Background: an optimization exercise with open tools, aiming at small area, a short achievable clock period and few clock cycles per item. Do not read the settings as production practice.
Only simulation tests tie the RTL to the original design; equivalence was not proved.
No activity file was given, so power comes from the tool's default toggle rates.

===== flow/design.v =====
module Complex_Multiplier (
	input clk,
	input rst,
	input signed  [7:0] Re_in_1,
	input signed  [7:0] Im_in_1,
	input signed  [7:0] Re_in_2,
	input signed  [7:0] Im_in_2,
	input signed  [1:0] data_valid_in,
	output signed [15:0] Re_out,
	output signed [15:0] Im_out,
	output signed [1:0] data_valid_out
);
wire cone1, ctwo2, cnz3, cnegn4, cone5, ctwo6, cnz7, cnegn8, cone9, ctwo10, cnz11, cnegn12, cone13, ctwo14, cnz15, cnegn16, done17, dtwo18, dnz19, dnegn20, done21, dtwo22, dnz23, dnegn24, done25, dtwo26, dnz27, dnegn28, done29, dtwo30, dnz31, dnegn32, pp33, pp34, pp35, pp36, pp37, pp38, pp39, pp40, pp41, pp42, pp43, pp44, pp45, pp46, pp47, pp48, pp49, pp50, pp51, pp52, pp53, pp54, pp55, pp56, pp57, pp58, pp59, pp60, pp61, pp62, pp63, pp64, pp65, pp66, pp67, pp68, pp69, pp70, pp71, pp72, pp73, pp74, pp75, pp76, pp77, pp78, pp79, pp80, pp81, pp82, pp83, pp84, pp85, pp86, pp87, pp88, pp89, pp90, pp91, pp92, pp93, pp94, pp95, pp96, pp97, pp98, pp99, pp100, pp101, pp102, pp103, pp104, ci105, ci106, ci107, ci108, res109, rec110, res111, rec112, res113, rec114, res115, rec116, res117, rec118, res119, rec120, res121, rec122, res123, rec124, res125, rec126, res127, rec128, res129, rec130, res131, rec132, res133, rec134, res135, rec136, res137, rec138, res139, rec140, res141, rec142, res143, rec144, res145, rec146, res147, rec148, res149, rec150, res151, rec152, res153, rec154, res155, rec156, res157, rec158, res159, rec160, res161, rec162, res163, rec164, res165, rec166, res167, rec168, res169, rec170, res171, rec172, res173, rec174, res175, rec176, res177, rec178, res179, rec180, res181, rec182, res183, rec184, res185, rec186, res187, rec188, res189, rec190, res191, rec192, res193, rec194, res195, rec196, res197, rec198, res199, rec200, res201, rec202, res203, rec204, res205, rec206, res207, rec208, res209, rec210, res211, rec212, res213, rec214, res215, rec216, res217, rec218, res219, rec220, res221, rec222, res223, rec224, res225, rec226, res227, rec228, res229, rec230, res231, rec232, res233, rec234, res235, rec236, res237, rec238, res239, rec240, res241, rec242, pp243, pp244, pp245, pp246, pp247, pp248, pp249, pp250, pp251, pp252, pp253, pp254, pp255, pp256, pp257, pp258, pp259, pp260, pp261, pp262, pp263, pp264, pp265, pp266, pp267, pp268, pp269, pp270, pp271, pp272, pp273, pp274, pp275, pp276, pp277, pp278, pp279, pp280, pp281, pp282, pp283, pp284, pp285, pp286, pp287, pp288, pp289, pp290, pp291, pp292, pp293, pp294, pp295, pp296, pp297, pp298, pp299, pp300, pp301, pp302, pp303, pp304, pp305, pp306, pp307, pp308, pp309, pp310, pp311, pp312, pp313, pp314, ci315, ci316, ci317, ci318, ims319, imc320, ims321, imc322, ims323, imc324, ims325, imc326, ims327, imc328, ims329, imc330, ims331, imc332, ims333, imc334, ims335, imc336, ims337, imc338, ims339, imc340, ims341, imc342, ims343, imc344, ims345, imc346, ims347, imc348, ims349, imc350, ims351, imc352, ims353, imc354, ims355, imc356, ims357, imc358, ims359, imc360, ims361, imc362, ims363, imc364, ims365, imc366, ims367, imc368, ims369, imc370, ims371, imc372, ims373, imc374, ims375, imc376, ims377, imc378, ims379, imc380, ims381, imc382, ims383, imc384, ims385, imc386, ims387, imc388, ims389, imc390, ims391, imc392, ims393, imc394, ims395, imc396, ims397, imc398, ims399, imc400, ims401, imc402, ims403, imc404, ims405, imc406, ims407, imc408, ims409, imc410, ims411, imc412, ims413, imc414, ims415, imc416, ims417, imc418, ims419, imc420, ims421, imc422, ims423, imc424, ims425, imc426, ims427, imc428, ims429, imc430, ims431, imc432, ims433, imc434, ims435, imc436, ims437, imc438, ims439, imc440, ims441, imc442, ims443, imc444, ims445, imc446, ims447, imc448, ims449, imc450, ims451, imc452, relos453, reloc454, relos455, reloc456, relos457, reloc458, relos459, reloc460, imlos461, imloc462, imlos463, imloc464, imlos465, imloc466, imlos467, imloc468;
cm_benc0 u_cone1 (.y1(Re_in_2[1]), .y0(Re_in_2[0]), .one(cone1), .two(ctwo2), .nz(cnz3));
assign cnegn4 = ~Re_in_2[1];
cm_benc u_cone5 (.y1(Re_in_2[3]), .y0(Re_in_2[2]), .ym(Re_in_2[1]), .one(cone5), .two(ctwo6), .nz(cnz7));
assign cnegn8 = ~Re_in_2[3];
cm_benc u_cone9 (.y1(Re_in_2[5]), .y0(Re_in_2[4]), .ym(Re_in_2[3]), .one(cone9), .two(ctwo10), .nz(cnz11));
assign cnegn12 = ~Re_in_2[5];
cm_benc u_cone13 (.y1(Re_in_2[7]), .y0(Re_in_2[6]), .ym(Re_in_2[5]), .one(cone13), .two(ctwo14), .nz(cnz15));
assign cnegn16 = ~Re_in_2[7];
cm_benc0 u_done17 (.y1(Im_in_2[1]), .y0(Im_in_2[0]), .one(done17), .two(dtwo18), .nz(dnz19));
assign dnegn20 = ~Im_in_2[1];
cm_benc u_done21 (.y1(Im_in_2[3]), .y0(Im_in_2[2]), .ym(Im_in_2[1]), .one(done21), .two(dtwo22), .nz(dnz23));
assign dnegn24 = ~Im_in_2[3];
cm_benc u_done25 (.y1(Im_in_2[5]), .y0(Im_in_2[4]), .ym(Im_in_2[3]), .one(done25), .two(dtwo26), .nz(dnz27));
assign dnegn28 = ~Im_in_2[5];
cm_benc u_done29 (.y1(Im_in_2[7]), .y0(Im_in_2[6]), .ym(Im_in_2[5]), .one(done29), .two(dtwo30), .nz(dnz31));
assign dnegn32 = ~Im_in_2[7];
cm_bsel1 u_pp33 (.e(cone1), .x(Re_in_1[0]), .n(Re_in_2[1]), .p(pp33));
cm_bsel2 u_pp34 (.e1(cone1), .x1(Re_in_1[1]), .e2(ctwo2), .x2(Re_in_1[0]), .n(Re_in_2[1]), .p(pp34));
cm_bsel2 u_pp35 (.e1(cone1), .x1(Re_in_1[2]), .e2(ctwo2), .x2(Re_in_1[1]), .n(Re_in_2[1]), .p(pp35));
cm_bsel2 u_pp36 (.e1(cone1), .x1(Re_in_1[3]), .e2(ctwo2), .x2(Re_in_1[2]), .n(Re_in_2[1]), .p(pp36));
cm_bsel2 u_pp37 (.e1(cone1), .x1(Re_in_1[4]), .e2(ctwo2), .x2(Re_in_1[3]), .n(Re_in_2[1]), .p(pp37));
cm_bsel2 u_pp38 (.e1(cone1), .x1(Re_in_1[5]), .e2(ctwo2), .x2(Re_in_1[4]), .n(Re_in_2[1]), .p(pp38));
cm_bsel2 u_pp39 (.e1(cone1), .x1(Re_in_1[6]), .e2(ctwo2), .x2(Re_in_1[5]), .n(Re_in_2[1]), .p(pp39));
cm_bsel2 u_pp40 (.e1(cone1), .x1(Re_in_1[7]), .e2(ctwo2), .x2(Re_in_1[6]), .n(Re_in_2[1]), .p(pp40));
cm_bsel1 u_pp41 (.e(cnz3), .x(Re_in_1[7]), .n(cnegn4), .p(pp41));
cm_bsel1 u_pp42 (.e(cone5), .x(Re_in_1[0]), .n(Re_in_2[3]), .p(pp42));
cm_bsel2 u_pp43 (.e1(cone5), .x1(Re_in_1[1]), .e2(ctwo6), .x2(Re_in_1[0]), .n(Re_in_2[3]), .p(pp43));
cm_bsel2 u_pp44 (.e1(cone5), .x1(Re_in_1[2]), .e2(ctwo6), .x2(Re_in_1[1]), .n(Re_in_2[3]), .p(pp44));
cm_bsel2 u_pp45 (.e1(cone5), .x1(Re_in_1[3]), .e2(ctwo6), .x2(Re_in_1[2]), .n(Re_in_2[3]), .p(pp45));
cm_bsel2 u_pp46 (.e1(cone5), .x1(Re_in_1[4]), .e2(ctwo6), .x2(Re_in_1[3]), .n(Re_in_2[3]), .p(pp46));
cm_bsel2 u_pp47 (.e1(cone5), .x1(Re_in_1[5]), .e2(ctwo6), .x2(Re_in_1[4]), .n(Re_in_2[3]), .p(pp47));
cm_bsel2 u_pp48 (.e1(cone5), .x1(Re_in_1[6]), .e2(ctwo6), .x2(Re_in_1[5]), .n(Re_in_2[3]), .p(pp48));
cm_bsel2 u_pp49 (.e1(cone5), .x1(Re_in_1[7]), .e2(ctwo6), .x2(Re_in_1[6]), .n(Re_in_2[3]), .p(pp49));
cm_bsel1 u_pp50 (.e(cnz7), .x(Re_in_1[7]), .n(cnegn8), .p(pp50));
cm_bsel1 u_pp51 (.e(cone9), .x(Re_in_1[0]), .n(Re_in_2[5]), .p(pp51));
cm_bsel2 u_pp52 (.e1(cone9), .x1(Re_in_1[1]), .e2(ctwo10), .x2(Re_in_1[0]), .n(Re_in_2[5]), .p(pp52));
cm_bsel2 u_pp53 (.e1(cone9), .x1(Re_in_1[2]), .e2(ctwo10), .x2(Re_in_1[1]), .n(Re_in_2[5]), .p(pp53));
cm_bsel2 u_pp54 (.e1(cone9), .x1(Re_in_1[3]), .e2(ctwo10), .x2(Re_in_1[2]), .n(Re_in_2[5]), .p(pp54));
cm_bsel2 u_pp55 (.e1(cone9), .x1(Re_in_1[4]), .e2(ctwo10), .x2(Re_in_1[3]), .n(Re_in_2[5]), .p(pp55));
cm_bsel2 u_pp56 (.e1(cone9), .x1(Re_in_1[5]), .e2(ctwo10), .x2(Re_in_1[4]), .n(Re_in_2[5]), .p(pp56));
cm_bsel2 u_pp57 (.e1(cone9), .x1(Re_in_1[6]), .e2(ctwo10), .x2(Re_in_1[5]), .n(Re_in_2[5]), .p(pp57));
cm_bsel2 u_pp58 (.e1(cone9), .x1(Re_in_1[7]), .e2(ctwo10), .x2(Re_in_1[6]), .n(Re_in_2[5]), .p(pp58));
cm_bsel1 u_pp59 (.e(cnz11), .x(Re_in_1[7]), .n(cnegn12), .p(pp59));
cm_bsel1 u_pp60 (.e(cone13), .x(Re_in_1[0]), .n(Re_in_2[7]), .p(pp60));
cm_bsel2 u_pp61 (.e1(cone13), .x1(Re_in_1[1]), .e2(ctwo14), .x2(Re_in_1[0]), .n(Re_in_2[7]), .p(pp61));
cm_bsel2 u_pp62 (.e1(cone13), .x1(Re_in_1[2]), .e2(ctwo14), .x2(Re_in_1[1]), .n(Re_in_2[7]), .p(pp62));
cm_bsel2 u_pp63 (.e1(cone13), .x1(Re_in_1[3]), .e2(ctwo14), .x2(Re_in_1[2]), .n(Re_in_2[7]), .p(pp63));
cm_bsel2 u_pp64 (.e1(cone13), .x1(Re_in_1[4]), .e2(ctwo14), .x2(Re_in_1[3]), .n(Re_in_2[7]), .p(pp64));
cm_bsel2 u_pp65 (.e1(cone13), .x1(Re_in_1[5]), .e2(ctwo14), .x2(Re_in_1[4]), .n(Re_in_2[7]), .p(pp65));
cm_bsel2 u_pp66 (.e1(cone13), .x1(Re_in_1[6]), .e2(ctwo14), .x2(Re_in_1[5]), .n(Re_in_2[7]), .p(pp66));
cm_bsel2 u_pp67 (.e1(cone13), .x1(Re_in_1[7]), .e2(ctwo14), .x2(Re_in_1[6]), .n(Re_in_2[7]), .p(pp67));
cm_bsel1 u_pp68 (.e(cnz15), .x(Re_in_1[7]), .n(cnegn16), .p(pp68));
cm_bsel1 u_pp69 (.e(done17), .x(Im_in_1[0]), .n(dnegn20), .p(pp69));
cm_bsel2 u_pp70 (.e1(done17), .x1(Im_in_1[1]), .e2(dtwo18), .x2(Im_in_1[0]), .n(dnegn20), .p(pp70));
cm_bsel2 u_pp71 (.e1(done17), .x1(Im_in_1[2]), .e2(dtwo18), .x2(Im_in_1[1]), .n(dnegn20), .p(pp71));
cm_bsel2 u_pp72 (.e1(done17), .x1(Im_in_1[3]), .e2(dtwo18), .x2(Im_in_1[2]), .n(dnegn20), .p(pp72));
cm_bsel2 u_pp73 (.e1(done17), .x1(Im_in_1[4]), .e2(dtwo18), .x2(Im_in_1[3]), .n(dnegn20), .p(pp73));
cm_bsel2 u_pp74 (.e1(done17), .x1(Im_in_1[5]), .e2(dtwo18), .x2(Im_in_1[4]), .n(dnegn20), .p(pp74));
cm_bsel2 u_pp75 (.e1(done17), .x1(Im_in_1[6]), .e2(dtwo18), .x2(Im_in_1[5]), .n(dnegn20), .p(pp75));
cm_bsel2 u_pp76 (.e1(done17), .x1(Im_in_1[7]), .e2(dtwo18), .x2(Im_in_1[6]), .n(dnegn20), .p(pp76));
cm_bsel1 u_pp77 (.e(dnz19), .x(Im_in_1[7]), .n(Im_in_2[1]), .p(pp77));
cm_bsel1 u_pp78 (.e(done21), .x(Im_in_1[0]), .n(dnegn24), .p(pp78));
cm_bsel2 u_pp79 (.e1(done21), .x1(Im_in_1[1]), .e2(dtwo22), .x2(Im_in_1[0]), .n(dnegn24), .p(pp79));
cm_bsel2 u_pp80 (.e1(done21), .x1(Im_in_1[2]), .e2(dtwo22), .x2(Im_in_1[1]), .n(dnegn24), .p(pp80));
cm_bsel2 u_pp81 (.e1(done21), .x1(Im_in_1[3]), .e2(dtwo22), .x2(Im_in_1[2]), .n(dnegn24), .p(pp81));
cm_bsel2 u_pp82 (.e1(done21), .x1(Im_in_1[4]), .e2(dtwo22), .x2(Im_in_1[3]), .n(dnegn24), .p(pp82));
cm_bsel2 u_pp83 (.e1(done21), .x1(Im_in_1[5]), .e2(dtwo22), .x2(Im_in_1[4]), .n(dnegn24), .p(pp83));
cm_bsel2 u_pp84 (.e1(done21), .x1(Im_in_1[6]), .e2(dtwo22), .x2(Im_in_1[5]), .n(dnegn24), .p(pp84));
cm_bsel2 u_pp85 (.e1(done21), .x1(Im_in_1[7]), .e2(dtwo22), .x2(Im_in_1[6]), .n(dnegn24), .p(pp85));
cm_bsel1 u_pp86 (.e(dnz23), .x(Im_in_1[7]), .n(Im_in_2[3]), .p(pp86));
cm_bsel1 u_pp87 (.e(done25), .x(Im_in_1[0]), .n(dnegn28), .p(pp87));
cm_bsel2 u_pp88 (.e1(done25), .x1(Im_in_1[1]), .e2(dtwo26), .x2(Im_in_1[0]), .n(dnegn28), .p(pp88));
cm_bsel2 u_pp89 (.e1(done25), .x1(Im_in_1[2]), .e2(dtwo26), .x2(Im_in_1[1]), .n(dnegn28), .p(pp89));
cm_bsel2 u_pp90 (.e1(done25), .x1(Im_in_1[3]), .e2(dtwo26), .x2(Im_in_1[2]), .n(dnegn28), .p(pp90));
cm_bsel2 u_pp91 (.e1(done25), .x1(Im_in_1[4]), .e2(dtwo26), .x2(Im_in_1[3]), .n(dnegn28), .p(pp91));
cm_bsel2 u_pp92 (.e1(done25), .x1(Im_in_1[5]), .e2(dtwo26), .x2(Im_in_1[4]), .n(dnegn28), .p(pp92));
cm_bsel2 u_pp93 (.e1(done25), .x1(Im_in_1[6]), .e2(dtwo26), .x2(Im_in_1[5]), .n(dnegn28), .p(pp93));
cm_bsel2 u_pp94 (.e1(done25), .x1(Im_in_1[7]), .e2(dtwo26), .x2(Im_in_1[6]), .n(dnegn28), .p(pp94));
cm_bsel1 u_pp95 (.e(dnz27), .x(Im_in_1[7]), .n(Im_in_2[5]), .p(pp95));
cm_bsel1 u_pp96 (.e(done29), .x(Im_in_1[0]), .n(dnegn32), .p(pp96));
cm_bsel2 u_pp97 (.e1(done29), .x1(Im_in_1[1]), .e2(dtwo30), .x2(Im_in_1[0]), .n(dnegn32), .p(pp97));
cm_bsel2 u_pp98 (.e1(done29), .x1(Im_in_1[2]), .e2(dtwo30), .x2(Im_in_1[1]), .n(dnegn32), .p(pp98));
cm_bsel2 u_pp99 (.e1(done29), .x1(Im_in_1[3]), .e2(dtwo30), .x2(Im_in_1[2]), .n(dnegn32), .p(pp99));
cm_bsel2 u_pp100 (.e1(done29), .x1(Im_in_1[4]), .e2(dtwo30), .x2(Im_in_1[3]), .n(dnegn32), .p(pp100));
cm_bsel2 u_pp101 (.e1(done29), .x1(Im_in_1[5]), .e2(dtwo30), .x2(Im_in_1[4]), .n(dnegn32), .p(pp101));
cm_bsel2 u_pp102 (.e1(done29), .x1(Im_in_1[6]), .e2(dtwo30), .x2(Im_in_1[5]), .n(dnegn32), .p(pp102));
cm_bsel2 u_pp103 (.e1(done29), .x1(Im_in_1[7]), .e2(dtwo30), .x2(Im_in_1[6]), .n(dnegn32), .p(pp103));
cm_bsel1 u_pp104 (.e(dnz31), .x(Im_in_1[7]), .n(Im_in_2[7]), .p(pp104));
assign ci105 = ~pp49;
assign ci106 = ~pp100;
assign ci107 = ~pp102;
assign ci108 = ~pp104;
cm_ha u_res109 (.a(Re_in_2[7]), .b(dnegn32), .s(res109), .co(rec110));
cm_fa u_res111 (.a(Re_in_2[5]), .b(dnegn28), .c(pp37), .s(res111), .co(rec112));
cm_ha u_res113 (.a(pp38), .b(pp45), .s(res113), .co(rec114));
cm_fa u_res115 (.a(res109), .b(pp39), .c(pp46), .s(res115), .co(rec116));
cm_fa u_res117 (.a(pp53), .b(pp60), .c(pp75), .s(res117), .co(rec118));
cm_fa u_res119 (.a(rec110), .b(pp40), .c(pp47), .s(res119), .co(rec120));
cm_fa u_res121 (.a(pp54), .b(pp61), .c(pp76), .s(res121), .co(rec122));
cm_ha u_res123 (.a(pp83), .b(pp90), .s(res123), .co(rec124));
cm_fa u_res125 (.a(pp41), .b(pp48), .c(pp55), .s(res125), .co(rec126));
cm_fa u_res127 (.a(pp62), .b(pp77), .c(pp84), .s(res127), .co(rec128));
cm_ha u_res129 (.a(pp91), .b(pp98), .s(res129), .co(rec130));
cm_fa u_res131 (.a(pp56), .b(pp63), .c(pp85), .s(res131), .co(rec132));
cm_ha u_res133 (.a(pp92), .b(pp99), .s(res133), .co(rec134));
cm_fa u_res135 (.a(pp49), .b(pp50), .c(pp57), .s(res135), .co(rec136));
cm_ha u_res137 (.a(pp64), .b(pp86), .s(res137), .co(rec138));
cm_ha u_res139 (.a(pp100), .b(pp101), .s(res139), .co(rec140));
cm_fa u_res141 (.a(Re_in_2[3]), .b(dnegn24), .c(pp35), .s(res141), .co(rec142));
cm_ha u_res143 (.a(pp36), .b(pp43), .s(res143), .co(rec144));
cm_fa u_res145 (.a(pp44), .b(pp51), .c(pp73), .s(res145), .co(rec146));
cm_ha u_res147 (.a(pp80), .b(pp87), .s(res147), .co(rec148));
cm_fa u_res149 (.a(pp52), .b(pp74), .c(pp81), .s(res149), .co(rec150));
cm_fa u_res151 (.a(pp88), .b(res113), .c(rec112), .s(res151), .co(rec152));
cm_fa u_res153 (.a(pp82), .b(pp89), .c(pp96), .s(res153), .co(rec154));
cm_fa u_res155 (.a(rec114), .b(res115), .c(res117), .s(res155), .co(rec156));
cm_fa u_res157 (.a(pp97), .b(res123), .c(rec116), .s(res157), .co(rec158));
cm_fa u_res159 (.a(rec118), .b(res119), .c(res121), .s(res159), .co(rec160));
cm_fa u_res161 (.a(rec124), .b(res129), .c(rec120), .s(res161), .co(rec162));
cm_fa u_res163 (.a(rec122), .b(res125), .c(res127), .s(res163), .co(rec164));
cm_fa u_res165 (.a(ci105), .b(rec130), .c(res133), .s(res165), .co(rec166));
cm_fa u_res167 (.a(rec126), .b(rec128), .c(res131), .s(res167), .co(rec168));
cm_fa u_res169 (.a(pp93), .b(ci106), .c(rec134), .s(res169), .co(rec170));
cm_fa u_res171 (.a(res137), .b(rec132), .c(res135), .s(res171), .co(rec172));
cm_fa u_res173 (.a(pp58), .b(pp65), .c(pp94), .s(res173), .co(rec174));
cm_fa u_res175 (.a(rec138), .b(res139), .c(rec136), .s(res175), .co(rec176));
cm_fa u_res177 (.a(pp59), .b(pp66), .c(pp95), .s(res177), .co(rec178));
cm_ha u_res179 (.a(ci107), .b(rec140), .s(res179), .co(rec180));
cm_ha u_res181 (.a(pp102), .b(pp103), .s(res181), .co(rec182));
cm_ha u_res183 (.a(Re_in_2[1]), .b(dnegn20), .s(res183), .co(rec184));
cm_ha u_res185 (.a(pp42), .b(pp71), .s(res185), .co(rec186));
cm_fa u_res187 (.a(pp72), .b(pp79), .c(res143), .s(res187), .co(rec188));
cm_fa u_res189 (.a(rec144), .b(res147), .c(res111), .s(res189), .co(rec190));
cm_fa u_res191 (.a(rec148), .b(rec146), .c(res149), .s(res191), .co(rec192));
cm_fa u_res193 (.a(rec150), .b(res153), .c(rec152), .s(res193), .co(rec194));
cm_fa u_res195 (.a(rec154), .b(rec156), .c(res157), .s(res195), .co(rec196));
cm_fa u_res197 (.a(rec158), .b(rec160), .c(res161), .s(res197), .co(rec198));
cm_fa u_res199 (.a(res165), .b(rec162), .c(rec164), .s(res199), .co(rec200));
cm_fa u_res201 (.a(rec166), .b(res169), .c(rec168), .s(res201), .co(rec202));
cm_fa u_res203 (.a(res173), .b(rec170), .c(rec172), .s(res203), .co(rec204));
cm_fa u_res205 (.a(rec174), .b(res179), .c(res177), .s(res205), .co(rec206));
cm_fa u_res207 (.a(pp67), .b(res181), .c(rec180), .s(res207), .co(rec208));
cm_ha u_res209 (.a(pp68), .b(ci108), .s(res209), .co(rec210));
cm_ha u_res211 (.a(res183), .b(pp33), .s(res211), .co(rec212));
cm_fa u_res213 (.a(rec184), .b(pp34), .c(pp70), .s(res213), .co(rec214));
cm_fa u_res215 (.a(pp78), .b(res185), .c(res141), .s(res215), .co(rec216));
cm_fa u_res217 (.a(rec186), .b(rec142), .c(res187), .s(res217), .co(rec218));
cm_fa u_res219 (.a(res145), .b(rec188), .c(res189), .s(res219), .co(rec220));
cm_fa u_res221 (.a(rec190), .b(res151), .c(res191), .s(res221), .co(rec222));
cm_fa u_res223 (.a(rec192), .b(res155), .c(res193), .s(res223), .co(rec224));
cm_fa u_res225 (.a(res159), .b(rec194), .c(res195), .s(res225), .co(rec226));
cm_fa u_res227 (.a(res163), .b(rec196), .c(res197), .s(res227), .co(rec228));
cm_fa u_res229 (.a(res167), .b(rec198), .c(res199), .s(res229), .co(rec230));
cm_fa u_res231 (.a(res171), .b(rec200), .c(res201), .s(res231), .co(rec232));
cm_fa u_res233 (.a(res175), .b(rec202), .c(res203), .s(res233), .co(rec234));
cm_fa u_res235 (.a(rec176), .b(res205), .c(rec204), .s(res235), .co(rec236));
cm_fa u_res237 (.a(rec178), .b(res207), .c(rec206), .s(res237), .co(rec238));
cm_fa u_res239 (.a(rec182), .b(res209), .c(rec208), .s(res239), .co(rec240));
cm_ha u_res241 (.a(pp104), .b(rec210), .s(res241), .co(rec242));
cm_bsel1 u_pp243 (.e(cone1), .x(Im_in_1[0]), .n(Re_in_2[1]), .p(pp243));
cm_bsel2 u_pp244 (.e1(cone1), .x1(Im_in_1[1]), .e2(ctwo2), .x2(Im_in_1[0]), .n(Re_in_2[1]), .p(pp244));
cm_bsel2 u_pp245 (.e1(cone1), .x1(Im_in_1[2]), .e2(ctwo2), .x2(Im_in_1[1]), .n(Re_in_2[1]), .p(pp245));
cm_bsel2 u_pp246 (.e1(cone1), .x1(Im_in_1[3]), .e2(ctwo2), .x2(Im_in_1[2]), .n(Re_in_2[1]), .p(pp246));
cm_bsel2 u_pp247 (.e1(cone1), .x1(Im_in_1[4]), .e2(ctwo2), .x2(Im_in_1[3]), .n(Re_in_2[1]), .p(pp247));
cm_bsel2 u_pp248 (.e1(cone1), .x1(Im_in_1[5]), .e2(ctwo2), .x2(Im_in_1[4]), .n(Re_in_2[1]), .p(pp248));
cm_bsel2 u_pp249 (.e1(cone1), .x1(Im_in_1[6]), .e2(ctwo2), .x2(Im_in_1[5]), .n(Re_in_2[1]), .p(pp249));
cm_bsel2 u_pp250 (.e1(cone1), .x1(Im_in_1[7]), .e2(ctwo2), .x2(Im_in_1[6]), .n(Re_in_2[1]), .p(pp250));
cm_bsel1 u_pp251 (.e(cnz3), .x(Im_in_1[7]), .n(cnegn4), .p(pp251));
cm_bsel1 u_pp252 (.e(cone5), .x(Im_in_1[0]), .n(Re_in_2[3]), .p(pp252));
cm_bsel2 u_pp253 (.e1(cone5), .x1(Im_in_1[1]), .e2(ctwo6), .x2(Im_in_1[0]), .n(Re_in_2[3]), .p(pp253));
cm_bsel2 u_pp254 (.e1(cone5), .x1(Im_in_1[2]), .e2(ctwo6), .x2(Im_in_1[1]), .n(Re_in_2[3]), .p(pp254));
cm_bsel2 u_pp255 (.e1(cone5), .x1(Im_in_1[3]), .e2(ctwo6), .x2(Im_in_1[2]), .n(Re_in_2[3]), .p(pp255));
cm_bsel2 u_pp256 (.e1(cone5), .x1(Im_in_1[4]), .e2(ctwo6), .x2(Im_in_1[3]), .n(Re_in_2[3]), .p(pp256));
cm_bsel2 u_pp257 (.e1(cone5), .x1(Im_in_1[5]), .e2(ctwo6), .x2(Im_in_1[4]), .n(Re_in_2[3]), .p(pp257));
cm_bsel2 u_pp258 (.e1(cone5), .x1(Im_in_1[6]), .e2(ctwo6), .x2(Im_in_1[5]), .n(Re_in_2[3]), .p(pp258));
cm_bsel2 u_pp259 (.e1(cone5), .x1(Im_in_1[7]), .e2(ctwo6), .x2(Im_in_1[6]), .n(Re_in_2[3]), .p(pp259));
cm_bsel1 u_pp260 (.e(cnz7), .x(Im_in_1[7]), .n(cnegn8), .p(pp260));
cm_bsel1 u_pp261 (.e(cone9), .x(Im_in_1[0]), .n(Re_in_2[5]), .p(pp261));
cm_bsel2 u_pp262 (.e1(cone9), .x1(Im_in_1[1]), .e2(ctwo10), .x2(Im_in_1[0]), .n(Re_in_2[5]), .p(pp262));
cm_bsel2 u_pp263 (.e1(cone9), .x1(Im_in_1[2]), .e2(ctwo10), .x2(Im_in_1[1]), .n(Re_in_2[5]), .p(pp263));
cm_bsel2 u_pp264 (.e1(cone9), .x1(Im_in_1[3]), .e2(ctwo10), .x2(Im_in_1[2]), .n(Re_in_2[5]), .p(pp264));
cm_bsel2 u_pp265 (.e1(cone9), .x1(Im_in_1[4]), .e2(ctwo10), .x2(Im_in_1[3]), .n(Re_in_2[5]), .p(pp265));
cm_bsel2 u_pp266 (.e1(cone9), .x1(Im_in_1[5]), .e2(ctwo10), .x2(Im_in_1[4]), .n(Re_in_2[5]), .p(pp266));
cm_bsel2 u_pp267 (.e1(cone9), .x1(Im_in_1[6]), .e2(ctwo10), .x2(Im_in_1[5]), .n(Re_in_2[5]), .p(pp267));
cm_bsel2 u_pp268 (.e1(cone9), .x1(Im_in_1[7]), .e2(ctwo10), .x2(Im_in_1[6]), .n(Re_in_2[5]), .p(pp268));
cm_bsel1 u_pp269 (.e(cnz11), .x(Im_in_1[7]), .n(cnegn12), .p(pp269));
cm_bsel1 u_pp270 (.e(cone13), .x(Im_in_1[0]), .n(Re_in_2[7]), .p(pp270));
cm_bsel2 u_pp271 (.e1(cone13), .x1(Im_in_1[1]), .e2(ctwo14), .x2(Im_in_1[0]), .n(Re_in_2[7]), .p(pp271));
cm_bsel2 u_pp272 (.e1(cone13), .x1(Im_in_1[2]), .e2(ctwo14), .x2(Im_in_1[1]), .n(Re_in_2[7]), .p(pp272));
cm_bsel2 u_pp273 (.e1(cone13), .x1(Im_in_1[3]), .e2(ctwo14), .x2(Im_in_1[2]), .n(Re_in_2[7]), .p(pp273));
cm_bsel2 u_pp274 (.e1(cone13), .x1(Im_in_1[4]), .e2(ctwo14), .x2(Im_in_1[3]), .n(Re_in_2[7]), .p(pp274));
cm_bsel2 u_pp275 (.e1(cone13), .x1(Im_in_1[5]), .e2(ctwo14), .x2(Im_in_1[4]), .n(Re_in_2[7]), .p(pp275));
cm_bsel2 u_pp276 (.e1(cone13), .x1(Im_in_1[6]), .e2(ctwo14), .x2(Im_in_1[5]), .n(Re_in_2[7]), .p(pp276));
cm_bsel2 u_pp277 (.e1(cone13), .x1(Im_in_1[7]), .e2(ctwo14), .x2(Im_in_1[6]), .n(Re_in_2[7]), .p(pp277));
cm_bsel1 u_pp278 (.e(cnz15), .x(Im_in_1[7]), .n(cnegn16), .p(pp278));
cm_bsel1 u_pp279 (.e(done17), .x(Re_in_1[0]), .n(Im_in_2[1]), .p(pp279));
cm_bsel2 u_pp280 (.e1(done17), .x1(Re_in_1[1]), .e2(dtwo18), .x2(Re_in_1[0]), .n(Im_in_2[1]), .p(pp280));
cm_bsel2 u_pp281 (.e1(done17), .x1(Re_in_1[2]), .e2(dtwo18), .x2(Re_in_1[1]), .n(Im_in_2[1]), .p(pp281));
cm_bsel2 u_pp282 (.e1(done17), .x1(Re_in_1[3]), .e2(dtwo18), .x2(Re_in_1[2]), .n(Im_in_2[1]), .p(pp282));
cm_bsel2 u_pp283 (.e1(done17), .x1(Re_in_1[4]), .e2(dtwo18), .x2(Re_in_1[3]), .n(Im_in_2[1]), .p(pp283));
cm_bsel2 u_pp284 (.e1(done17), .x1(Re_in_1[5]), .e2(dtwo18), .x2(Re_in_1[4]), .n(Im_in_2[1]), .p(pp284));
cm_bsel2 u_pp285 (.e1(done17), .x1(Re_in_1[6]), .e2(dtwo18), .x2(Re_in_1[5]), .n(Im_in_2[1]), .p(pp285));
cm_bsel2 u_pp286 (.e1(done17), .x1(Re_in_1[7]), .e2(dtwo18), .x2(Re_in_1[6]), .n(Im_in_2[1]), .p(pp286));
cm_bsel1 u_pp287 (.e(dnz19), .x(Re_in_1[7]), .n(dnegn20), .p(pp287));
cm_bsel1 u_pp288 (.e(done21), .x(Re_in_1[0]), .n(Im_in_2[3]), .p(pp288));
cm_bsel2 u_pp289 (.e1(done21), .x1(Re_in_1[1]), .e2(dtwo22), .x2(Re_in_1[0]), .n(Im_in_2[3]), .p(pp289));
cm_bsel2 u_pp290 (.e1(done21), .x1(Re_in_1[2]), .e2(dtwo22), .x2(Re_in_1[1]), .n(Im_in_2[3]), .p(pp290));
cm_bsel2 u_pp291 (.e1(done21), .x1(Re_in_1[3]), .e2(dtwo22), .x2(Re_in_1[2]), .n(Im_in_2[3]), .p(pp291));
cm_bsel2 u_pp292 (.e1(done21), .x1(Re_in_1[4]), .e2(dtwo22), .x2(Re_in_1[3]), .n(Im_in_2[3]), .p(pp292));
cm_bsel2 u_pp293 (.e1(done21), .x1(Re_in_1[5]), .e2(dtwo22), .x2(Re_in_1[4]), .n(Im_in_2[3]), .p(pp293));
cm_bsel2 u_pp294 (.e1(done21), .x1(Re_in_1[6]), .e2(dtwo22), .x2(Re_in_1[5]), .n(Im_in_2[3]), .p(pp294));
cm_bsel2 u_pp295 (.e1(done21), .x1(Re_in_1[7]), .e2(dtwo22), .x2(Re_in_1[6]), .n(Im_in_2[3]), .p(pp295));
cm_bsel1 u_pp296 (.e(dnz23), .x(Re_in_1[7]), .n(dnegn24), .p(pp296));
cm_bsel1 u_pp297 (.e(done25), .x(Re_in_1[0]), .n(Im_in_2[5]), .p(pp297));
cm_bsel2 u_pp298 (.e1(done25), .x1(Re_in_1[1]), .e2(dtwo26), .x2(Re_in_1[0]), .n(Im_in_2[5]), .p(pp298));
cm_bsel2 u_pp299 (.e1(done25), .x1(Re_in_1[2]), .e2(dtwo26), .x2(Re_in_1[1]), .n(Im_in_2[5]), .p(pp299));
cm_bsel2 u_pp300 (.e1(done25), .x1(Re_in_1[3]), .e2(dtwo26), .x2(Re_in_1[2]), .n(Im_in_2[5]), .p(pp300));
cm_bsel2 u_pp301 (.e1(done25), .x1(Re_in_1[4]), .e2(dtwo26), .x2(Re_in_1[3]), .n(Im_in_2[5]), .p(pp301));
cm_bsel2 u_pp302 (.e1(done25), .x1(Re_in_1[5]), .e2(dtwo26), .x2(Re_in_1[4]), .n(Im_in_2[5]), .p(pp302));
cm_bsel2 u_pp303 (.e1(done25), .x1(Re_in_1[6]), .e2(dtwo26), .x2(Re_in_1[5]), .n(Im_in_2[5]), .p(pp303));
cm_bsel2 u_pp304 (.e1(done25), .x1(Re_in_1[7]), .e2(dtwo26), .x2(Re_in_1[6]), .n(Im_in_2[5]), .p(pp304));
cm_bsel1 u_pp305 (.e(dnz27), .x(Re_in_1[7]), .n(dnegn28), .p(pp305));
cm_bsel1 u_pp306 (.e(done29), .x(Re_in_1[0]), .n(Im_in_2[7]), .p(pp306));
cm_bsel2 u_pp307 (.e1(done29), .x1(Re_in_1[1]), .e2(dtwo30), .x2(Re_in_1[0]), .n(Im_in_2[7]), .p(pp307));
cm_bsel2 u_pp308 (.e1(done29), .x1(Re_in_1[2]), .e2(dtwo30), .x2(Re_in_1[1]), .n(Im_in_2[7]), .p(pp308));
cm_bsel2 u_pp309 (.e1(done29), .x1(Re_in_1[3]), .e2(dtwo30), .x2(Re_in_1[2]), .n(Im_in_2[7]), .p(pp309));
cm_bsel2 u_pp310 (.e1(done29), .x1(Re_in_1[4]), .e2(dtwo30), .x2(Re_in_1[3]), .n(Im_in_2[7]), .p(pp310));
cm_bsel2 u_pp311 (.e1(done29), .x1(Re_in_1[5]), .e2(dtwo30), .x2(Re_in_1[4]), .n(Im_in_2[7]), .p(pp311));
cm_bsel2 u_pp312 (.e1(done29), .x1(Re_in_1[6]), .e2(dtwo30), .x2(Re_in_1[5]), .n(Im_in_2[7]), .p(pp312));
cm_bsel2 u_pp313 (.e1(done29), .x1(Re_in_1[7]), .e2(dtwo30), .x2(Re_in_1[6]), .n(Im_in_2[7]), .p(pp313));
cm_bsel1 u_pp314 (.e(dnz31), .x(Re_in_1[7]), .n(dnegn32), .p(pp314));
assign ci315 = ~pp259;
assign ci316 = ~pp259;
assign ci317 = ~pp269;
assign ci318 = ~pp278;
cm_ha u_ims319 (.a(Im_in_2[7]), .b(Re_in_2[7]), .s(ims319), .co(imc320));
cm_fa u_ims321 (.a(Im_in_2[5]), .b(Re_in_2[5]), .c(pp247), .s(ims321), .co(imc322));
cm_ha u_ims323 (.a(pp248), .b(pp255), .s(ims323), .co(imc324));
cm_fa u_ims325 (.a(ims319), .b(pp249), .c(pp256), .s(ims325), .co(imc326));
cm_fa u_ims327 (.a(pp263), .b(pp270), .c(pp285), .s(ims327), .co(imc328));
cm_fa u_ims329 (.a(imc320), .b(pp250), .c(pp257), .s(ims329), .co(imc330));
cm_fa u_ims331 (.a(pp264), .b(pp271), .c(pp286), .s(ims331), .co(imc332));
cm_ha u_ims333 (.a(pp293), .b(pp300), .s(ims333), .co(imc334));
cm_fa u_ims335 (.a(pp251), .b(pp258), .c(pp265), .s(ims335), .co(imc336));
cm_fa u_ims337 (.a(pp272), .b(pp287), .c(pp294), .s(ims337), .co(imc338));
cm_ha u_ims339 (.a(pp301), .b(pp308), .s(ims339), .co(imc340));
cm_fa u_ims341 (.a(pp266), .b(pp273), .c(pp295), .s(ims341), .co(imc342));
cm_ha u_ims343 (.a(pp302), .b(pp309), .s(ims343), .co(imc344));
cm_fa u_ims345 (.a(pp260), .b(pp267), .c(pp274), .s(ims345), .co(imc346));
cm_ha u_ims347 (.a(pp296), .b(pp303), .s(ims347), .co(imc348));
cm_ha u_ims349 (.a(pp259), .b(pp268), .s(ims349), .co(imc350));
cm_fa u_ims351 (.a(Im_in_2[3]), .b(Re_in_2[3]), .c(pp245), .s(ims351), .co(imc352));
cm_ha u_ims353 (.a(pp246), .b(pp253), .s(ims353), .co(imc354));
cm_fa u_ims355 (.a(pp254), .b(pp261), .c(pp283), .s(ims355), .co(imc356));
cm_ha u_ims357 (.a(pp290), .b(pp297), .s(ims357), .co(imc358));
cm_fa u_ims359 (.a(pp262), .b(pp284), .c(pp291), .s(ims359), .co(imc360));
cm_fa u_ims361 (.a(pp298), .b(ims323), .c(imc322), .s(ims361), .co(imc362));
cm_fa u_ims363 (.a(pp292), .b(pp299), .c(pp306), .s(ims363), .co(imc364));
cm_fa u_ims365 (.a(imc324), .b(ims325), .c(ims327), .s(ims365), .co(imc366));
cm_fa u_ims367 (.a(pp307), .b(ims333), .c(imc326), .s(ims367), .co(imc368));
cm_fa u_ims369 (.a(imc328), .b(ims329), .c(ims331), .s(ims369), .co(imc370));
cm_fa u_ims371 (.a(imc334), .b(ims339), .c(imc330), .s(ims371), .co(imc372));
cm_fa u_ims373 (.a(imc332), .b(ims335), .c(ims337), .s(ims373), .co(imc374));
cm_fa u_ims375 (.a(ci315), .b(imc340), .c(ims343), .s(ims375), .co(imc376));
cm_fa u_ims377 (.a(imc336), .b(imc338), .c(ims341), .s(ims377), .co(imc378));
cm_fa u_ims379 (.a(pp310), .b(ci316), .c(imc344), .s(ims379), .co(imc380));
cm_fa u_ims381 (.a(ims347), .b(imc342), .c(ims345), .s(ims381), .co(imc382));
cm_fa u_ims383 (.a(pp275), .b(pp304), .c(pp311), .s(ims383), .co(imc384));
cm_fa u_ims385 (.a(imc348), .b(ims349), .c(imc346), .s(ims385), .co(imc386));
cm_fa u_ims387 (.a(pp276), .b(pp305), .c(pp312), .s(ims387), .co(imc388));
cm_ha u_ims389 (.a(ci317), .b(imc350), .s(ims389), .co(imc390));
cm_ha u_ims391 (.a(pp269), .b(pp277), .s(ims391), .co(imc392));
cm_ha u_ims393 (.a(Im_in_2[1]), .b(Re_in_2[1]), .s(ims393), .co(imc394));
cm_ha u_ims395 (.a(pp252), .b(pp281), .s(ims395), .co(imc396));
cm_fa u_ims397 (.a(pp282), .b(pp289), .c(ims353), .s(ims397), .co(imc398));
cm_fa u_ims399 (.a(imc354), .b(ims357), .c(ims321), .s(ims399), .co(imc400));
cm_fa u_ims401 (.a(imc358), .b(imc356), .c(ims359), .s(ims401), .co(imc402));
cm_fa u_ims403 (.a(imc360), .b(ims363), .c(imc362), .s(ims403), .co(imc404));
cm_fa u_ims405 (.a(imc364), .b(imc366), .c(ims367), .s(ims405), .co(imc406));
cm_fa u_ims407 (.a(imc368), .b(imc370), .c(ims371), .s(ims407), .co(imc408));
cm_fa u_ims409 (.a(ims375), .b(imc372), .c(imc374), .s(ims409), .co(imc410));
cm_fa u_ims411 (.a(imc376), .b(ims379), .c(imc378), .s(ims411), .co(imc412));
cm_fa u_ims413 (.a(ims383), .b(imc380), .c(imc382), .s(ims413), .co(imc414));
cm_fa u_ims415 (.a(imc384), .b(ims389), .c(ims387), .s(ims415), .co(imc416));
cm_fa u_ims417 (.a(pp313), .b(ims391), .c(imc390), .s(ims417), .co(imc418));
cm_ha u_ims419 (.a(pp314), .b(ci318), .s(ims419), .co(imc420));
cm_ha u_ims421 (.a(ims393), .b(pp243), .s(ims421), .co(imc422));
cm_fa u_ims423 (.a(imc394), .b(pp244), .c(pp280), .s(ims423), .co(imc424));
cm_fa u_ims425 (.a(pp288), .b(ims395), .c(ims351), .s(ims425), .co(imc426));
cm_fa u_ims427 (.a(imc396), .b(imc352), .c(ims397), .s(ims427), .co(imc428));
cm_fa u_ims429 (.a(ims355), .b(imc398), .c(ims399), .s(ims429), .co(imc430));
cm_fa u_ims431 (.a(imc400), .b(ims361), .c(ims401), .s(ims431), .co(imc432));
cm_fa u_ims433 (.a(imc402), .b(ims365), .c(ims403), .s(ims433), .co(imc434));
cm_fa u_ims435 (.a(ims369), .b(imc404), .c(ims405), .s(ims435), .co(imc436));
cm_fa u_ims437 (.a(ims373), .b(imc406), .c(ims407), .s(ims437), .co(imc438));
cm_fa u_ims439 (.a(ims377), .b(imc408), .c(ims409), .s(ims439), .co(imc440));
cm_fa u_ims441 (.a(ims381), .b(imc410), .c(ims411), .s(ims441), .co(imc442));
cm_fa u_ims443 (.a(ims385), .b(imc412), .c(ims413), .s(ims443), .co(imc444));
cm_fa u_ims445 (.a(imc386), .b(ims415), .c(imc414), .s(ims445), .co(imc446));
cm_fa u_ims447 (.a(imc388), .b(ims417), .c(imc416), .s(ims447), .co(imc448));
cm_fa u_ims449 (.a(imc392), .b(ims419), .c(imc418), .s(ims449), .co(imc450));
cm_ha u_ims451 (.a(pp278), .b(imc420), .s(ims451), .co(imc452));
cm_ha u_relos453 (.a(pp69), .b(res211), .s(relos453), .co(reloc454));
cm_fa u_relos455 (.a(rec212), .b(res213), .c(reloc454), .s(relos455), .co(reloc456));
cm_fa u_relos457 (.a(rec214), .b(res215), .c(reloc456), .s(relos457), .co(reloc458));
cm_fa u_relos459 (.a(rec216), .b(res217), .c(reloc458), .s(relos459), .co(reloc460));
cm_ha u_imlos461 (.a(pp279), .b(ims421), .s(imlos461), .co(imloc462));
cm_fa u_imlos463 (.a(imc422), .b(ims423), .c(imloc462), .s(imlos463), .co(imloc464));
cm_fa u_imlos465 (.a(imc424), .b(ims425), .c(imloc464), .s(imlos465), .co(imloc466));
cm_fa u_imlos467 (.a(imc426), .b(ims427), .c(imloc466), .s(imlos467), .co(imloc468));
reg vld_q;
always @(posedge clk) vld_q <= ~rst & (|data_valid_in);
assign data_valid_out = {1'b0, vld_q};
wire [15:0] re_r0 = {res241, res239, res237, rec234, rec232, rec230, rec228, rec226, rec224, rec222, rec220, rec218, rec216, rec214, rec212, pp69};
wire [15:0] re_r1 = {rec240, rec238, rec236, res235, res233, res231, res229, res227, res225, res223, res221, res219, res217, res215, res213, res211};
reg [3:0] re_lo_q;
always @(posedge clk) re_lo_q <= {relos459, relos457, relos455, relos453};
reg re_q0_4;
always @(posedge clk) re_q0_4 <= rec218;
reg re_q0_5;
always @(posedge clk) re_q0_5 <= rec220;
reg re_q0_6;
always @(posedge clk) re_q0_6 <= rec222;
reg re_q0_7;
always @(posedge clk) re_q0_7 <= rec224;
reg re_q0_8;
always @(posedge clk) re_q0_8 <= rec226;
reg re_q0_9;
always @(posedge clk) re_q0_9 <= rec228;
reg re_q0_10;
always @(posedge clk) re_q0_10 <= rec230;
reg re_q0_11;
always @(posedge clk) re_q0_11 <= rec232;
reg re_q0_12;
always @(posedge clk) re_q0_12 <= rec234;
reg re_q0_13;
always @(posedge clk) re_q0_13 <= res237;
reg re_q0_14;
always @(posedge clk) re_q0_14 <= res239;
reg re_q0_15;
always @(posedge clk) re_q0_15 <= res241;
reg re_q1_4;
always @(posedge clk) re_q1_4 <= res219;
reg re_q1_5;
always @(posedge clk) re_q1_5 <= res221;
reg re_q1_6;
always @(posedge clk) re_q1_6 <= res223;
reg re_q1_7;
always @(posedge clk) re_q1_7 <= res225;
reg re_q1_8;
always @(posedge clk) re_q1_8 <= res227;
reg re_q1_9;
always @(posedge clk) re_q1_9 <= res229;
reg re_q1_10;
always @(posedge clk) re_q1_10 <= res231;
reg re_q1_11;
always @(posedge clk) re_q1_11 <= res233;
reg re_q1_12;
always @(posedge clk) re_q1_12 <= res235;
reg re_q1_13;
always @(posedge clk) re_q1_13 <= rec236;
reg re_q1_14;
always @(posedge clk) re_q1_14 <= rec238;
reg re_q1_15;
always @(posedge clk) re_q1_15 <= rec240;
reg re_cy_q;
always @(posedge clk) re_cy_q <= reloc460;
assign Re_out = {{re_q0_15, re_q0_14, re_q0_13, re_q0_12, re_q0_11, re_q0_10, re_q0_9, re_q0_8, re_q0_7, re_q0_6, re_q0_5, re_q0_4} + {re_q1_15, re_q1_14, re_q1_13, re_q1_12, re_q1_11, re_q1_10, re_q1_9, re_q1_8, re_q1_7, re_q1_6, re_q1_5, re_q1_4} + re_cy_q, re_lo_q};
wire [15:0] im_r0 = {ims451, ims449, ims447, imc444, imc442, imc440, imc438, imc436, imc434, imc432, imc430, imc428, imc426, imc424, imc422, pp279};
wire [15:0] im_r1 = {imc450, imc448, imc446, ims445, ims443, ims441, ims439, ims437, ims435, ims433, ims431, ims429, ims427, ims425, ims423, ims421};
reg [3:0] im_lo_q;
always @(posedge clk) im_lo_q <= {imlos467, imlos465, imlos463, imlos461};
reg im_q0_4;
always @(posedge clk) im_q0_4 <= imc428;
reg im_q0_5;
always @(posedge clk) im_q0_5 <= imc430;
reg im_q0_6;
always @(posedge clk) im_q0_6 <= imc432;
reg im_q0_7;
always @(posedge clk) im_q0_7 <= imc434;
reg im_q0_8;
always @(posedge clk) im_q0_8 <= imc436;
reg im_q0_9;
always @(posedge clk) im_q0_9 <= imc438;
reg im_q0_10;
always @(posedge clk) im_q0_10 <= imc440;
reg im_q0_11;
always @(posedge clk) im_q0_11 <= imc442;
reg im_q0_12;
always @(posedge clk) im_q0_12 <= imc444;
reg im_q0_13;
always @(posedge clk) im_q0_13 <= ims447;
reg im_q0_14;
always @(posedge clk) im_q0_14 <= ims449;
reg im_q0_15;
always @(posedge clk) im_q0_15 <= ims451;
reg im_q1_4;
always @(posedge clk) im_q1_4 <= ims429;
reg im_q1_5;
always @(posedge clk) im_q1_5 <= ims431;
reg im_q1_6;
always @(posedge clk) im_q1_6 <= ims433;
reg im_q1_7;
always @(posedge clk) im_q1_7 <= ims435;
reg im_q1_8;
always @(posedge clk) im_q1_8 <= ims437;
reg im_q1_9;
always @(posedge clk) im_q1_9 <= ims439;
reg im_q1_10;
always @(posedge clk) im_q1_10 <= ims441;
reg im_q1_11;
always @(posedge clk) im_q1_11 <= ims443;
reg im_q1_12;
always @(posedge clk) im_q1_12 <= ims445;
reg im_q1_13;
always @(posedge clk) im_q1_13 <= imc446;
reg im_q1_14;
always @(posedge clk) im_q1_14 <= imc448;
reg im_q1_15;
always @(posedge clk) im_q1_15 <= imc450;
reg im_cy_q;
always @(posedge clk) im_cy_q <= imloc468;
assign Im_out = {{im_q0_15, im_q0_14, im_q0_13, im_q0_12, im_q0_11, im_q0_10, im_q0_9, im_q0_8, im_q0_7, im_q0_6, im_q0_5, im_q0_4} + {im_q1_15, im_q1_14, im_q1_13, im_q1_12, im_q1_11, im_q1_10, im_q1_9, im_q1_8, im_q1_7, im_q1_6, im_q1_5, im_q1_4} + im_cy_q, im_lo_q};
endmodule
module cm_fa (input a, input b, input c, output s, output co);
  assign s = a ^ b ^ c;
  assign co = (a & b) | (a & c) | (b & c);
endmodule
module cm_bsel1 (input e, input x, input n, output p);
  assign p = (e & x) ^ n;
endmodule
module cm_bsel2 (input e1, input x1, input e2, input x2, input n, output p);
  assign p = ((e1 & x1) | (e2 & x2)) ^ n;
endmodule
module cm_benc (input y1, input y0, input ym, output one, output two, output nz);
  assign one = y0 ^ ym;
  assign two = (y1 & ~y0 & ~ym) | (~y1 & y0 & ym);
  assign nz = ~(y1 & y0 & ym) & (y1 | y0 | ym);
endmodule
module cm_benc0 (input y1, input y0, output one, output two, output nz);
  assign one = y0;
  assign two = y1 & ~y0;
  assign nz = y1 | y0;
endmodule
module cm_ha (input a, input b, output s, output co);
  assign s = a ^ b;
  assign co = a & b;
endmodule

===== flow/flow/run.sh =====
#!/bin/bash
# The standard ORFS flow (standard.sh) with two changes:
#  - port buffers are sky130_fd_sc_hd__buf_2 cells instead of the default
#    delay buffers;
#  - before floorplanning, combinational cells start at drive strength 1
#    (flow/downsize.tcl); the flow's repair steps upsize where needed.
# Each tool's log stays under orfs/logs/; make's own output goes to run_make.log.
set -euo pipefail
here=$(pwd)
bash standard.sh \
  "BUFFER_PORTS_ARGS=-buffer_cell sky130_fd_sc_hd__buf_2" \
  "PRE_FLOORPLAN_TCL=$here/flow/downsize.tcl" \
  finish > run_make.log 2>&1

===== flow/flow/downsize.tcl =====
# PRE_FLOORPLAN hook: start every combinational cell of the synthesized netlist
# at drive strength 1; the flow's own repair steps upsize cells where timing
# or slew needs it. Flip-flops keep the cell synthesis gave them.
set n_down 0
foreach inst [get_cells *] {
  set ref [get_property $inst ref_name]
  if { [regexp {^(sky130_fd_sc_hd__[a-z0-9]+)_([0-9]+)$} $ref -> base size] } {
    if { $size <= 1 || [string match "*__df*" $base] || [string match "*__conb*" $base] } {
      continue
    }
    set cand [get_lib_cells -quiet */${base}_1]
    if { [llength $cand] > 0 } {
      replace_cell $inst [lindex $cand 0]
      incr n_down
    }
  }
}
puts "downsize.tcl: $n_down cells set to drive strength 1"

===== flow/standard.sh =====
#!/bin/bash
# synth_recipe.tcl (not shown) runs the flow's synth.tcl, then flattens the netlist and writes it again
# the make line also repeats each setting of config.mk as NAME=value (left out here)
make -C /OpenROAD-flow-scripts/flow DESIGN_CONFIG=/design/flow/config.mk WORK_HOME=/design/flow/orfs CLKGATE_MAP_FILE= SYNTH_SCRIPT=/design/flow/synth_recipe.tcl "${@:-finish}"

===== flow/config.mk =====
export PLATFORM = sky130hd
export DESIGN_NAME = Complex_Multiplier
export DESIGN_NICKNAME = Complex_Multiplier
export VERILOG_FILES = /design/flow/design.v
export SDC_FILE = /design/flow/constraint.sdc
export NUM_CORES = 4
export LEC_CHECK = 0
export CAP_MARGIN = 20
export CORE_MARGIN = 2
export CORE_UTILIZATION = 40
export CTS_BUF_LIST = sky130_fd_sc_hd__clkbuf_4 sky130_fd_sc_hd__clkbuf_8
export SETUP_SLACK_MARGIN = 1.2
export SLEW_MARGIN = 20
export SYNTH_HIERARCHICAL = 1

===== flow/constraint.sdc =====
create_clock -name core_clock -period 5.0 [get_ports {clk}]
set_input_delay 1.0000 -clock core_clock [delete_from_list [all_inputs] [get_ports {clk}]]
set_output_delay 1.0000 -clock core_clock [all_outputs]
set_load 0.01 [all_outputs]

==> results of run 1 <==
## metal layers
layer / GRT usage, % / part of all wire [%] / routed length [um]
met3: 3.83 / 7.6 / 1430
met4: 5.32 / 1.3 / 248
met5: 0 / 0 / 0
met1: 28.4 / 45 / 8460
met2: 30.6 / 46 / 8600
## critical path, stage by stage
cell and delay [ns]:
buf_6 0.15, buf_8 0.14, nand2b_4 0.14, o21ai_4 0.19
buf_6 0.16, a22oi_1 0.08, xnor2_1 0.28, fa_2 0.48
fa_2 0.37, fa_1 0.54, fa_1 0.41
## stage by stage
step	util [%]	total power, uW
3_5_place_dp	45.7	4320
6_report	47.9	4680
2_1_floorplan	-	3250
3_3_place_gp	45.7	4230
5_1_grt	47.9	5250
4_1_cts	46.9	4760
## report_power, final
part / total, uW / switching (uW) / internal [uW]
Combinational: 3440 / 1840 / 1600
Sequential: 829 / 74.5 / 755
Clock: 410 / 188 / 222
## layout by cell type, fill, tap and decap left out, types with 8 or more instances in the layout
master / count
buf_4: 33
fa_1: 105
ha_1: 54
and3_1: 8
a21oi_1: 8
buf_2: 64
clkbuf_8: 11
a22oi_1: 112
xnor2_1: 156
inv_1: 25
dfxtp_1: 59
nor2_1: 14
nand2_1: 36
## final timing paths
kind              startpoint              end  slack [ns]
setup / recovery  Re_in_2[3]  re_q1_9$_DFF_P_        1.28
hold / removal           rst    vld_q$_DFF_P_        0.79
## layout make-up
cell class	count	area, um^2
multi-input combinational	587	6180
tap	229	287
sequential	59	1180
timing repair buffer	104	647
clock buffer	14	174
inverter	25	93.8
clock inverter	2	10.0
fill	1706	9330
## timing repair
item | CTS | global route
gates cloned | 0 | 1
buffers inserted | 2 | 5
pin swaps | 1 | 23
endpoints found under the setup margin | 22 | 20
gates resized for setup | 6 | 27
==> qor.yml, run 1 <==
placement:
  place_area_um2: 8180
  place_congestion: 0.876
  dpl.cell_count: 996
  hpwlAfterDp_um: 14000
  portBuffers: 68
  place_ws_ns: 0.489
floorplan:
  start_util_pct: 40.8
  die_h_um: 139
  die-area_um2: 19300
  row_count: 49
  dieWidth_um: 139
  ios: 70
  design.core.area_um2: 17900
run_status:
  outcome: "no timing/DRC/antenna violations"
clocking:
  cts-buffers-inserted: 9
  cts.sinks: 59
  cts_tree: "built"
  cts-htree-levels: 3
  clockRootBuffer: "clkbuf_8"
  clk_path_buf_depth: 2
  cts_hold_buf: 0
  clk_pin_slew_ns: 0.07
hold_path:
  hold_depth: 2
  hold_class: "in -> reg"
sta:
  tightest_slew_ns: 0.600
  clock.fmax_mhz: 269
  tns_ns: 0
  finalMaxSlewViolations: 0
  finalCritPeriodShare_pct: 74.5
  min_period_ns: 3.72
  setup_slack_ns: 1.28
  max_slew_margin_pct: 59.9
  hold_violations: 0
  final-setup-viol-count: 0
  grt_setup_unrepaired: "no"
  hold_slack_ns: 0.787
layout:
  finalInstanceArea_um2: 8570
  drive_gt1_share_pct: 18.5
  fin_cells: 1020
  fin_nets: 988
  antenna_cells: 0
  reg_top3: "im_lo_q: 4 flops, re_lo_q: 4 flops"
job:
  max_cap_viol_count: 0
drt:
  vias: 5674
  drt-initial-drc-count: 462
  via_per_inst: 5.56
  drc: 0
  routedWlPerCell_um: 18.4
  first_pass_iters: 6
  antenna_left: 0
  routed_wl_um: 18700
global_routing:
  overflow: 0
  grt_use_total_pct: 19.7
  grt_start_max_net_pins: 29
  antenna_found_initial: 0
  grt_pass1_vias: 5936
  grt_pass1_wl_um: 30300
pwr:
  power_density_nw_per_um2: 546
  leakagePower_uw: 0.00346
  ir_worst_vdd_mv: 0.554
critical_path:
  cp_data_arrival_time_ns: 3.96
  crit_required_ns: 5.24
  endpoint_kind: "flop"
  critical_path_class: "in -> reg"
  crit_fanout: 10
  crit_path_start_kind: "input pin"
synth:
  synth_cells: 677
  synthesis.nets: 879
  yosysWarnings: 7
Testbench counts, summed over its fixed seeds: cycles 2,400, items 2,400.
==> run 2, diff against run 1 <==
--- a/flow/config.mk
+++ b/flow/config.mk
@@ -8,5 +8,5 @@
 export CAP_MARGIN = 20
 export CORE_MARGIN = 2
-export CORE_UTILIZATION = 40
+export CORE_UTILIZATION = 60
 export CTS_BUF_LIST = sky130_fd_sc_hd__clkbuf_4 sky130_fd_sc_hd__clkbuf_8
 export SETUP_SLACK_MARGIN = 1.2
==> qor.yml, run 2 <==
critical_path:
  crit_path_start_kind: "input pin"
  setup.worst_path.start: "Re_in_2[3]"
  critPathTopFamily: "adder cells"
  cpMostUsedCell: "fa_1"
  path_depth: 11  # unchanged
  crit_fanout: 14  # +4
  critical_path_class: "in -> reg"
  cp_data_arrival_time_ns: 3.95  # about the same
  crit_chain: "buf_6, buf_8, nand3b_1, o21ai_2, buf_6, a22oi_1, xnor2_1, fa_1, fa_1, fa_1, fa_1"
  endpoint_kind: "flop"
  critPathBufInv: 3  # unchanged
  slowest_stage: "fa_1"
  max_stage_delay_ns: 0.53  # about the same
  endpoint: "im_q1_8$_DFF_P_"
  crit_required_ns: 5.24  # about the same
floorplan:
  design.core.area_um2: 12000  # -33%
  ios: 70  # unchanged
  die-area_um2: 13100  # -32%
  start_util_pct: 61.0  # +20 points
  die_h_um: 114  # -18%
  row_count: 40  # -18%
  dieWidth_um: 114  # -18%
sta:
  tns_ns: 0  # unchanged
  clock.fmax_mhz: 270  # +0.36%
  min_period_ns: 3.71  # -0.0133 ns
  hold_violations: 0  # unchanged
  final-setup-viol-count: 0  # unchanged
  grt_setup_unrepaired: "yes"
  finalMaxSlewViolations: 0  # unchanged
  finalCritPeriodShare_pct: 74.2  # -0.27 points
  max_slew_margin_pct: 58.3  # -1.7 points
  tightest_slew_ns: 0.625  # +0.0249 ns
placement:
  place_congestion: 0.913  # +4.3%
  portBuffers: 68  # unchanged
  hpwlAfterDp_um: 13600  # -2.7%
  dpl.cell_count: 914  # -8.2%
drt:
  drc: 0  # unchanged
  via_per_inst: 6.15  # +11%
  drt-initial-drc-count: 451  # -2.4%
  routedWlPerCell_um: 19.7  # +7.4%
  antenna_left: 0  # unchanged
  first_pass_iters: 6  # unchanged
  routed_wl_um: 18400  # -1.9%
  vias: 5725  # +0.90%
global_routing:
  grt_use_total_pct: 29.9  # +10 points
  grt_pass1_wl_um: 29600  # -2.3%
  grt_pass1_vias: 5817  # -2.0%
  grt_use_met1_pct: 41.9  # +13 points
  overflow: 0  # unchanged
  met2_usage_pct: 46.3  # +16 points
  antenna_found_initial: 0  # unchanged
  met3_usage_pct: 7.46  # +3.6 points
  globalRoute.busiestLayer: "met2"
  grt_start_max_net_pins: 21  # -28%
layout:
  mostFrequentLayoutCells: "157 x xnor2_1, 112 x a22oi_1, 111 x fa_1"
  fin_cells: 931  # -8.7%
  n_fill_cell: 952  # -44%
  layout.cells.most_common: "xnor2_1"
  fin_nets: 981  # -0.71%
  antenna_cells: 0  # unchanged
  drive_gt1_share_pct: 16.2  # -2.3 points
  reg_top3: "im_lo_q: 4 flops, re_lo_q: 4 flops"
pwr:
  ir_worst_vdd_mv: 0.466  # -16%
  power_density_nw_per_um2: 566  # +3.6%
  leakagePower_uw: 0.00341  # -1.5%
clocking:
  cts_hold_buf: 0  # unchanged
  cts-htree-levels: 3  # unchanged
  clk_path_buf_depth: 2  # unchanged
  clockRootBuffer: "clkbuf_8"
  cts_tree: "built"
  cts-buffers-inserted: 9  # unchanged
  clk_pin_slew_ns: 0.07  # about the same
  cts.sinks: 59  # unchanged
run_status:
  outcome: "no timing/DRC/antenna violations"
synth:
  synthesis.nets: 879  # unchanged
  synth_cells: 677  # unchanged
  yosysWarnings: 7  # unchanged
hold_path:
  hold_class: "in -> reg"
job:
  max_cap_viol_count: 0  # unchanged
## run 2: cell types whose count changed in the layout (fill, tap and decap cells not counted), moves of 2 or more
cell        change
fa_2            -6
buf_4           -5
clkbuf_8        -2
nand2b_1        +2
fa_1            +6
nand2b_4        -2
o21ai_4         -2
clkinvlp_4      +3
bufinv_16       +2
clkbuf_4        -3
## run 2: repair_timing
| action | CTS | global route |
|---|---|---|
| setup endpoints to repair | 18 | 19 |
| pin swaps | 0 | 7 |
| buffers inserted | 0 | 1 |
| gates resized for setup | 6 | 12 |
## run 2: final cells by class
type	instances	area [um^2]	area share [%]
multi-input cells	587	6110	72.9
flip-flops and latches	59	1180	14.1
repair buffers	97	593	7.08
well taps	147	184	2.19
clock buffers	9	124	1.48
inverters	25	93.8	1.12
clock inverters	7	92.6	1.10
## run 2: stage by stage
stage / cell area (um^2) / worst slack, ns / total power, uW / hold WS [ns] / utilization (%)
floorplan: 7360 / 1.21 / 3250 / 1.07 / -
global placement: 8080 / 0.747 / 4160 / 1.16 / 67.5
detailed placement: 8080 / 0.644 / 4290 / 1.16 / 67.5
CTS: 8330 / 1.20 / 4800 / 0.751 / 69.6
global route: 8380 / 1.18 / 5300 / 0.755 / 70.1
finish: 8380 / 1.29 / 4740 / 0.775 / 70.1
## run 2: power by group
part	switching [uW]	internal, uW
registers	76.8	755
clock network	210	278
logic	1830	1590
total	2120	2620
## run 2: how the worst min path moves through the flow
stage / startpoint / endpoint / slack (ns) / cells after the start
CTS: rst / vld_q$_DFF_P_ / 0.75 / 2
global route: rst / vld_q$_DFF_P_ / 0.75 / 2
global placement: rst / vld_q$_DFF_P_ / 1.16 / 2
finish: rst / vld_q$_DFF_P_ / 0.77 / 2
detailed placement: rst / vld_q$_DFF_P_ / 1.16 / 2
floorplan: rst / vld_q$_DFF_P_ / 1.07 / 1
## run 2: per-layer routing
metal  up-vias  share of wire [%]
met5         -                  0
met4         0                1.6
met3        25                9.3
met2       278                 46
met1      2846                 43
li1       2576                  -

re-timing with driven ports:
In the flow no input, the clock included, has a driving cell. The finished layouts below were timed again as built, in two steps.
Step 1, drivers: a clkbuf_16 drives clk and a buf_2 each remaining input, both assumed.
Step 2 moves the port delays by t, midway between the first and last clock arrival at a register: inputs arrive t later, outputs are due t later. That takes back most of the time a late clock gives input paths.
Slacks: ideal / step 1 / step 2; pairs: ideal / step 1.
run | t (ns) | setup WS [ns] | hold WS [ns]
run 1 | 0.394 | 1.276 / 1.279 / 0.885 | 0.787 / 0.777 / 1.170
run 2 | 0.398 | 1.290 / 1.292 / 0.894 | 0.775 / 0.761 / 1.159
After both steps setup and hold are still met in every run listed. For run 2, which loses most, drivers alone change the setup slack by +0.002 ns; drivers and shift together by -0.396 ns.
